From an optimization exercise on the open Yosys and OpenROAD flow, aimed at small area and a short achievable clock period; shortcuts taken in it are not production practice. RTL that was checked went through simulation tests only; none was proved equivalent to the original. The clock input has no modelled driver; a real chip could not lean on it and would need a root buffer or a full tree.

==> inputs of run R <==
==> flow/design.v (excerpt) <==
module TM_ALU (clk, reset, AvgTxLen, InstExed, CurTxLen, AvgTxLen_new, InstExed_new);
    input clk, reset;
    input [7:0] AvgTxLen, InstExed, CurTxLen;
    output [7:0] AvgTxLen_new, InstExed_new;
    reg a0_0, a0_1, a0_2, a0_3, a0_4, a0_5, a0_6, a0_7, i0_0, i0_1, i0_2, i0_3, i0_4, i0_5, i0_6, i0_7, t0_0, t0_1, t0_2, t0_3, t0_4, t0_5, t0_6, t0_7, i1_0, i1_1, i1_2, i1_3, i1_4, i1_5, i1_6, i1_7, sg1, a1_0, a1_1, a1_2, a1_3, a1_4, a1_5, a1_6, a1_7, r1_0, r1_1, r1_2, d1_4, d1_3, d1_2, d1_1, d1_0, i2_0, i2_1, i2_2, i2_3, i2_4, i2_5, i2_6, i2_7, sg2, a2_0, a2_1, a2_2, a2_3, a2_4, a2_5, a2_6, a2_7, q2_4, q2_3, q2_2, r2_0, r2_1, r2_2, r2_3, r2_4, r2_5, d2_1, d2_0, avg3_0, avg3_1, avg3_2, avg3_3, avg3_4, avg3_5, avg3_6, avg3_7, inst3_0, inst3_1, inst3_2, inst3_3, inst3_4, inst3_5, inst3_6, inst3_7;
  ...
export LEC_CHECK = 0
export CAP_MARGIN = 20
export CORE_MARGIN = 2
export CORE_UTILIZATION = 60
export SLEW_MARGIN = 20
export SYNTH_HIERARCHICAL = 1
create_clock -name core_clock -period 27.0 [get_ports {clk}]
standard.sh (not shown) runs the stock make flow with config.mk's settings and CLKGATE_MAP_FILE= SYNTH_SCRIPT=/design/flow/synth_recipe.tcl, a recipe that flattens the netlist after the stock synthesis.
==> flow/flow/run.sh <==
#!/bin/bash
set -euo pipefail
export BUFFER_PORTS_ARGS="-buffer_cell sky130_fd_sc_hd__buf_1"
export POST_CTS_TCL="$(pwd)/flow/cts_post.tcl"
export CLKTREE_N=${CLKTREE_N:-3}
export CLKTREE_BUF=${CLKTREE_BUF:-sky130_fd_sc_hd__clkbuf_16}
bash standard.sh > standard_flow.log 2>&1
==> flow/flow/cts_post.tcl <==
set block [ord::get_db_block]
set nbuf $::env(CLKTREE_N)
set bufm [[ord::get_db] findMaster $::env(CLKTREE_BUF)]
set clkport [$block findBTerm clk]
set clknet [$clkport getNet]
# collect the flip-flop clock pins and the clock-tree cells below the port
set sinks {}
set tree {}
set todo [list $clknet]
while {[llength $todo]} {
  set net [lindex $todo 0]; set todo [lrange $todo 1 end]
  foreach it [$net getITerms] {
    if {[$it isOutputSignal]} continue
    set inst [$it getInst]
    set mname [[$inst getMaster] getName]
    if {[string match "*dfxtp*" $mname]} {
      lappend sinks $it
    } else {
      lappend tree $inst
      foreach ot [$inst getITerms] {
        if {[$ot isOutputSignal] && [$ot getNet] ne "NULL"} { lappend todo [$ot getNet] }
      }
    }
  }
}
puts "clock tree: [llength $sinks] sinks, [llength $tree] tree cells"
# remove the old tree
set oldnets {}
foreach inst $tree {
  foreach ot [$inst getITerms] {
    if {[$ot isOutputSignal] && [$ot getNet] ne "NULL"} { lappend oldnets [$ot getNet] }
  }
}
foreach it $sinks { $it disconnect }
foreach inst $tree { odb::dbInst_destroy $inst }
foreach net [lsort -unique $oldnets] { if {$net ne $clknet} { odb::dbNet_destroy $net } }
# k-means on the flip-flop locations
set pts {}
foreach it $sinks {
  set b [[$it getInst] getBBox]
  lappend pts [list [expr {([$b xMin]+[$b xMax])/2.0}] [expr {([$b yMin]+[$b yMax])/2.0}]]
}
set n [llength $pts]
set cent {}
set sorted [lsort -real -index 0 $pts]
for {set k 0} {$k < $nbuf} {incr k} {
  lappend cent [lindex $sorted [expr {int(($k + 0.5) * $n / $nbuf)}]]
}
# balanced k-means: each buffer gets at most ceil(n / nbuf) flip-flops
set cap [expr {($n + $nbuf - 1) / $nbuf}]
for {set iter 0} {$iter < 30} {incr iter} {
  set pairs {}
  set i 0
  foreach p $pts {
    for {set k 0} {$k < $nbuf} {incr k} {
      set c [lindex $cent $k]
      lappend pairs [list [expr {abs([lindex $p 0]-[lindex $c 0]) + abs([lindex $p 1]-[lindex $c 1])}] $i $k]
    }
    incr i
  }
  set asg [lrepeat $n -1]
  set fill [lrepeat $nbuf 0]
  foreach pr [lsort -real -index 0 $pairs] {
    lassign $pr d i k
    if {[lindex $asg $i] >= 0 || [lindex $fill $k] >= $cap} continue
    lset asg $i $k
    lset fill $k [expr {[lindex $fill $k] + 1}]
  }
  set newc {}
  for {set k 0} {$k < $nbuf} {incr k} {
    set sx 0; set sy 0; set m 0
    foreach p $pts a $asg { if {$a == $k} { set sx [expr {$sx+[lindex $p 0]}]; set sy [expr {$sy+[lindex $p 1]}]; incr m } }
    if {$m} { lappend newc [list [expr {$sx/$m}] [expr {$sy/$m}]] } else { lappend newc [lindex $cent $k] }
  }
  set cent $newc
}
for {set k 0} {$k < $nbuf} {incr k} {
  set inst [odb::dbInst_create $block $bufm "clkbuf_one_$k"]
  set net [odb::dbNet_create $block "clknet_one_$k"]
  $net setSigType CLOCK
  [$inst findITerm A] connect $clknet
  [$inst findITerm X] connect $net
  set c [lindex $cent $k]
  $inst setLocation [expr {int([lindex $c 0])}] [expr {int([lindex $c 1])}]
  $inst setPlacementStatus PLACED
  set m 0
  foreach it $sinks a $asg { if {$a == $k} { $it connect $net; incr m } }
  puts "clkbuf_one_$k: $m sinks"
}
detailed_placement
check_placement -verbose
estimate_parasitics -placement
report_clock_skew
==> inputs of run X, as changes to run R <==
--- a/flow/flow/cts_post.tcl
+++ b/flow/flow/cts_post.tcl
@@ -46,25 +46,16 @@
 for {set k 0} {$k < $nbuf} {incr k} {
   lappend cent [lindex $sorted [expr {int(($k + 0.5) * $n / $nbuf)}]]
 }
-# balanced k-means: each buffer gets at most ceil(n / nbuf) flip-flops
-set cap [expr {($n + $nbuf - 1) / $nbuf}]
 for {set iter 0} {$iter < 30} {incr iter} {
-  set pairs {}
-  set i 0
+  set asg {}
   foreach p $pts {
+    set best 0; set bd 1e30
     for {set k 0} {$k < $nbuf} {incr k} {
       set c [lindex $cent $k]
-      lappend pairs [list [expr {abs([lindex $p 0]-[lindex $c 0]) + abs([lindex $p 1]-[lindex $c 1])}] $i $k]
+      set d [expr {abs([lindex $p 0]-[lindex $c 0]) + abs([lindex $p 1]-[lindex $c 1])}]
+      if {$d < $bd} { set bd $d; set best $k }
     }
-    incr i
-  }
-  set asg [lrepeat $n -1]
-  set fill [lrepeat $nbuf 0]
-  foreach pr [lsort -real -index 0 $pairs] {
-    lassign $pr d i k
-    if {[lindex $asg $i] >= 0 || [lindex $fill $k] >= $cap} continue
-    lset asg $i $k
-    lset fill $k [expr {[lindex $fill $k] + 1}]
+    lappend asg $best
   }
   set newc {}
   for {set k 0} {$k < $nbuf} {incr k} {
==> flow_summary.html <==
<table>
<tr><th>Metric</th><th>Value</th></tr>
<tr><th colspan="2">Run status</th></tr>
<tr><td>Status</td><td>timing/DRC/antenna clean</td></tr>
<tr><th colspan="2">STA</th></tr>
<tr><td>Achievable Freq</td><td>165 MHz</td></tr>
<tr><td>Final cycle utilization of the critical path</td><td>between 20% and 30%</td></tr>
<tr><td>Worst Clk Skew</td><td>10.9 ps</td></tr>
<tr><th colspan="2">Global routing</th></tr>
<tr><td>Met3 usage in global routing</td><td>2.37%</td></tr>
<tr><th colspan="2">Routing</th></tr>
<tr><td>Met3 WL</td><td>approximately 130 um</td></tr>
</table>
(the above is from run R)
==> flow_summary.html <==
<table>
<tr><th>Metric</th><th>Value</th></tr>
<tr><th colspan="2">Run status</th></tr>
<tr><td>Status</td><td>timing/DRC/antenna clean</td></tr>
<tr><th colspan="2">Setup path</th></tr>
<tr><td>Worst R2R End</td><td>r2_4</td></tr>
<tr><td>Critical path buffer and inverter count</td><td>1</td></tr>
<tr><th colspan="2">STA</th></tr>
<tr><td>Number of setup violations in the final report</td><td>0</td></tr>
<tr><td>Post-route worst hold slack</td><td>333 ps</td></tr>
<tr><td>Achievable Freq</td><td>165 MHz</td></tr>
</table>
(the above is from run X)
In every run of this note, the design's own scripts or RTL, not TritonCTS, make the clock network.


==> inputs of violet <==
TM_ALU, a different RTL version from the one above (not shown whole).
==> module TM_ALU, before the edit <==
module TM_ALU (clk, reset, AvgTxLen, InstExed, CurTxLen, AvgTxLen_new, InstExed_new);
    input clk, reset;
    input [7:0] AvgTxLen, InstExed, CurTxLen;
    output [7:0] AvgTxLen_new, InstExed_new;
    reg [7:0] a0, i0, c0;
    always @(posedge clk) begin a0 <= AvgTxLen; i0 <= InstExed; c0 <= CurTxLen; end
    wire [8:0] df = {1'b0, c0} - {1'b0, a0};
    wire sg0 = df[8];
    wire [7:0] dv = df[7:0] ^ {8{sg0}};
    wire [0:0] p7 = dv[7];
    wire [1:0] t7 = {1'b0, p7} + {1'b0, ~i0[0:0]};
    wire qq7 = t7[1] & ~|i0[7:1];
    wire [0:0] rr7 = qq7 ? t7[0:0] : p7;
    wire [1:0] p6 = {rr7, dv[6]};
    wire [2:0] t6 = {1'b0, p6} + {1'b0, ~i0[1:0]};
    wire qq6 = t6[2] & ~|i0[7:2];
    wire [1:0] rr6 = qq6 ? t6[1:0] : p6;
    wire [2:0] p5 = {rr6, dv[5]};
    wire [3:0] t5 = {1'b0, p5} + {1'b0, ~i0[2:0]};
    wire qq5 = t5[3] & ~|i0[7:3];
    wire [2:0] rr5 = qq5 ? t5[2:0] : p5;
    reg [7:0] a1, i1; reg sg1;
    reg [2:0] q1;
    reg [2:0] r1;
    reg [4:0] d1;
    always @(posedge clk) begin a1 <= a0; i1 <= i0; sg1 <= sg0;
        q1 <= {qq7, qq6, qq5}; r1 <= rr5; d1 <= dv[4:0]; end
    wire [3:0] p4 = {r1, d1[4]};
    wire [4:0] t4 = {1'b0, p4} + {1'b0, ~i1[3:0]};
    wire qq4 = t4[4] & ~|i1[7:4];
    wire [3:0] rr4 = qq4 ? t4[3:0] : p4;
    wire [4:0] p3 = {rr4, d1[3]};
    wire [5:0] t3 = {1'b0, p3} + {1'b0, ~i1[4:0]};
    wire qq3 = t3[5] & ~|i1[7:5];
    wire [4:0] rr3 = qq3 ? t3[4:0] : p3;
    wire [5:0] p2 = {rr3, d1[2]};
    wire [6:0] t2 = {1'b0, p2} + {1'b0, ~i1[5:0]};
    wire qq2 = t2[6] & ~|i1[7:6];
    wire [5:0] rr2 = qq2 ? t2[5:0] : p2;
    reg [7:0] a2, i2; reg sg2;
    reg [5:0] q2;
    reg [5:0] r2;
    reg [1:0] d2;
    always @(posedge clk) begin a2 <= a1; i2 <= i1; sg2 <= sg1;
        q2 <= {q1[2], q1[1], q1[0], qq4, qq3, qq2}; r2 <= rr2; d2 <= d1[1:0]; end
    wire [6:0] p1 = {r2, d2[1]};
    wire [7:0] t1 = {1'b0, p1} + {1'b0, ~i2[6:0]};
    wire qq1 = t1[7] & ~|i2[7:7];
    wire [6:0] rr1 = qq1 ? t1[6:0] : p1;
    wire [7:0] p0 = {rr1, d2[0]};
    wire [8:0] t0 = {1'b0, p0} + {1'b0, ~i2[7:0]};
    wire qq0 = t0[8] & 1'b1;
    wire [7:0] rr0 = qq0 ? t0[7:0] : p0;
    wire [7:0] x = {q2[5], q2[4], q2[3], q2[2], q2[1], q2[0], qq1, qq0};
    reg [7:0] avg3, inst3;
    always @(posedge clk) begin avg3 <= a2 + (x ^ {8{sg2}}); inst3 <= i2 + 8'd1; end
    assign AvgTxLen_new = avg3;
    assign InstExed_new = inst3;
endmodule
clock: 27.0 ns
lec_check: 0
cap_margin: 20
core_margin: 2
core_utilization: 40
slew_margin: 20
run.sh (not shown) runs the stock make flow with config.mk's settings and CLKGATE_MAP_FILE= SYNTH_SCRIPT=/design/flow/synth_recipe.tcl, a recipe that flattens the netlist after the stock synthesis.
Stock flow here: none of the scripts above is used.
==> amber: changes against violet <==
==> flow/design.v (replaced) <==
module TM_ALU (clk, reset,
AvgTxLen,  
InstExed,  
CurTxLen,  
AvgTxLen_new,  
InstExed_new  
);
    parameter WIDTH = 8; 
    input clk, reset;
    input [WIDTH - 1:0] AvgTxLen, CurTxLen;
    input [WIDTH - 1:0] InstExed;
    output [WIDTH - 1:0] AvgTxLen_new;
    output [WIDTH - 1:0] InstExed_new;
    reg [3 * WIDTH - 1:0] stage_0;
    reg [4 * WIDTH - 1:0] stage_1;
    reg [4 * WIDTH:0] stage_2;  
    reg [2 * WIDTH - 1:0] stage_3;
    assign {AvgTxLen_new, InstExed_new} = stage_3;
    always @(posedge clk, posedge reset)
    begin
        if(reset) {stage_0, stage_1} <= 0;
        else
        begin
            stage_0 <= {AvgTxLen, InstExed, CurTxLen};
            stage_1[4 * WIDTH - 1:2 * WIDTH] <= stage_0[3 * WIDTH - 1:2 * WIDTH] * stage_0[2 * WIDTH - 1:WIDTH];
            stage_1[2 * WIDTH - 1:0] <= {stage_0[WIDTH - 1:0], stage_0[2 * WIDTH - 1:WIDTH]};
        end
    end
    always @(posedge clk, posedge reset)
    begin
        if(reset) stage_2 <= 0;
        else
        begin
            stage_2[4 * WIDTH:2 * WIDTH + 1] <= stage_1[4 * WIDTH - 1: 2 * WIDTH] + stage_1[2 * WIDTH - 1:WIDTH];
            stage_2[2 * WIDTH:WIDTH] <= {1'b0, stage_1[WIDTH - 1:0]} + 1'b1;
            stage_2[WIDTH - 1:0] <= stage_1[WIDTH - 1:0] + 1;
        end
    end
    always @(posedge clk, posedge reset)
    begin   
        if(reset) stage_3 <= 0;
        else
        begin
            stage_3[2 * WIDTH - 1:WIDTH] <= (stage_2[4 * WIDTH:2 * WIDTH + 1]) / (stage_2[2 * WIDTH:WIDTH]);
            stage_3[WIDTH - 1:0] <= stage_2[WIDTH - 1:0];
        end
    end
endmodule
==> flow_summary.json <==
{
  "status": "timing/DRC/antenna clean",
  "crit_required_ns": 21.60,
  "worst_slew_pin_slew_ns": 0.6547,
  "area_delta_synth_final_pct": 17.27,
  "cp-endpoint": "AvgTxLen_new[3]",
  "clkbuf_count": 12,
  "ys_types": 54,
  "gr-usage-met2_pct": 22.85
}
the above is filed under violet

==> flow_summary.json <==
{
  "worst_slew_pin_slew_ns": 0.9505,
  "gr-usage-met2_pct": 32.05,
  "crit_required_ns": 27.25,
  "clkbuf_count": 9,
  "cp-endpoint": "stage_3[8]$_DFF_PP0_",
  "status": "timing/DRC/antenna clean",
  "drv_slew": 0,
  "ys_types": 84
}
the above is filed under amber

No functional check of the RTL was part of any run of this note.


==> run a <==
Another version of the RTL of TM_ALU (not shown whole).
clock: 27.0 ns
lec_check: 0
abc_area: 1
abc_clock_period_in_ps: 6000
cap_margin: 20
core_margin: 2
core_utilization: 40
slew_margin: 20
standard.sh (not shown) runs the stock make flow with config.mk's settings and CLKGATE_MAP_FILE= SYNTH_SCRIPT=/design/flow/synth_recipe.tcl, a recipe that flattens the netlist after the stock synthesis.
==> flow/flow/run.sh <==
#!/bin/bash
set -euo pipefail
export BUFFER_PORTS_ARGS="-buffer_cell sky130_fd_sc_hd__buf_1"
bash standard.sh > standard_flow.log 2>&1
==> inputs of run b, as changes to run a <==
==> flow/run.sh (new file) <==
#!/bin/bash
# synth_recipe.tcl (not shown) runs the flow's synth.tcl, then flattens the netlist and writes it again
# the make line also repeats each setting of config.mk as NAME=value (left out here)
make -C /OpenROAD-flow-scripts/flow DESIGN_CONFIG=/design/flow/config.mk WORK_HOME=/design/flow/orfs CLKGATE_MAP_FILE= SYNTH_SCRIPT=/design/flow/synth_recipe.tcl finish
removed: flow/flow/run.sh
removed: flow/standard.sh
==> results.sh <==
export IMPL_status="finished clean"
export IMPL_final_clk_cell_share_pct=4.40
export IMPL_first_pass_iters=4
export IMPL_r2r_setup_slack_ns=20.40
export IMPL_hold_end="a2[1]"
export IMPL_multi_input_area_share_pct=34.1
export IMPL_met1_length_um=2200
export IMPL_cp_required_ns=21.60
-- figures above: run b

==> results.sh <==
export IMPL_status="finished clean"
export IMPL_r2r_setup_slack_ns=20.36
export IMPL_final_clk_cell_share_pct=4.57
export IMPL_cp_required_ns=27.28
export IMPL_first_pass_iters=6
export IMPL_multi_input_area_share_pct=36.1
export IMPL_hold_end="q2[4]"
-- figures above: run a

==> afterwards: timing with drivers on the ports <==
No port has a modelled driver above. Below, the same layouts with a new extraction and two added sets of constraints.
Step 1, drivers: a clkbuf_16 drives clk and a buf_2 each remaining input, both assumed.
Step 2 moves the port delays by t, midway between the first and last clock arrival at a register: inputs arrive t later, outputs are due t later. That takes back most of the time a late clock gives input paths.
Slacks: ideal / step 1 / step 2; pairs: ideal / step 1.
| run | t (ns) | setup slack, ns | latest minus earliest clock arrival (ns) |
|---|---|---|---|
| run R | 0.225 | 20.942 / 20.882 / 21.100 | 0.011 / 0.011 |
| run X | 0.220 | 20.946 / 20.886 / 21.103 | 0.033 / 0.033 |
| violet | 0.391 | 20.391 / 20.357 / 20.748 | 0.014 / 0.014 |
| amber | 0.407 | 0.900 / 0.900 / 0.900 | 0.019 / 0.018 |
| run a | 0.381 | 20.363 / 20.363 / 20.363 | 0.017 / 0.017 |
| run b | 0.377 | 20.377 / 20.346 / 20.397 | 0.016 / 0.015 |
After both steps setup and hold are still met in every run listed.
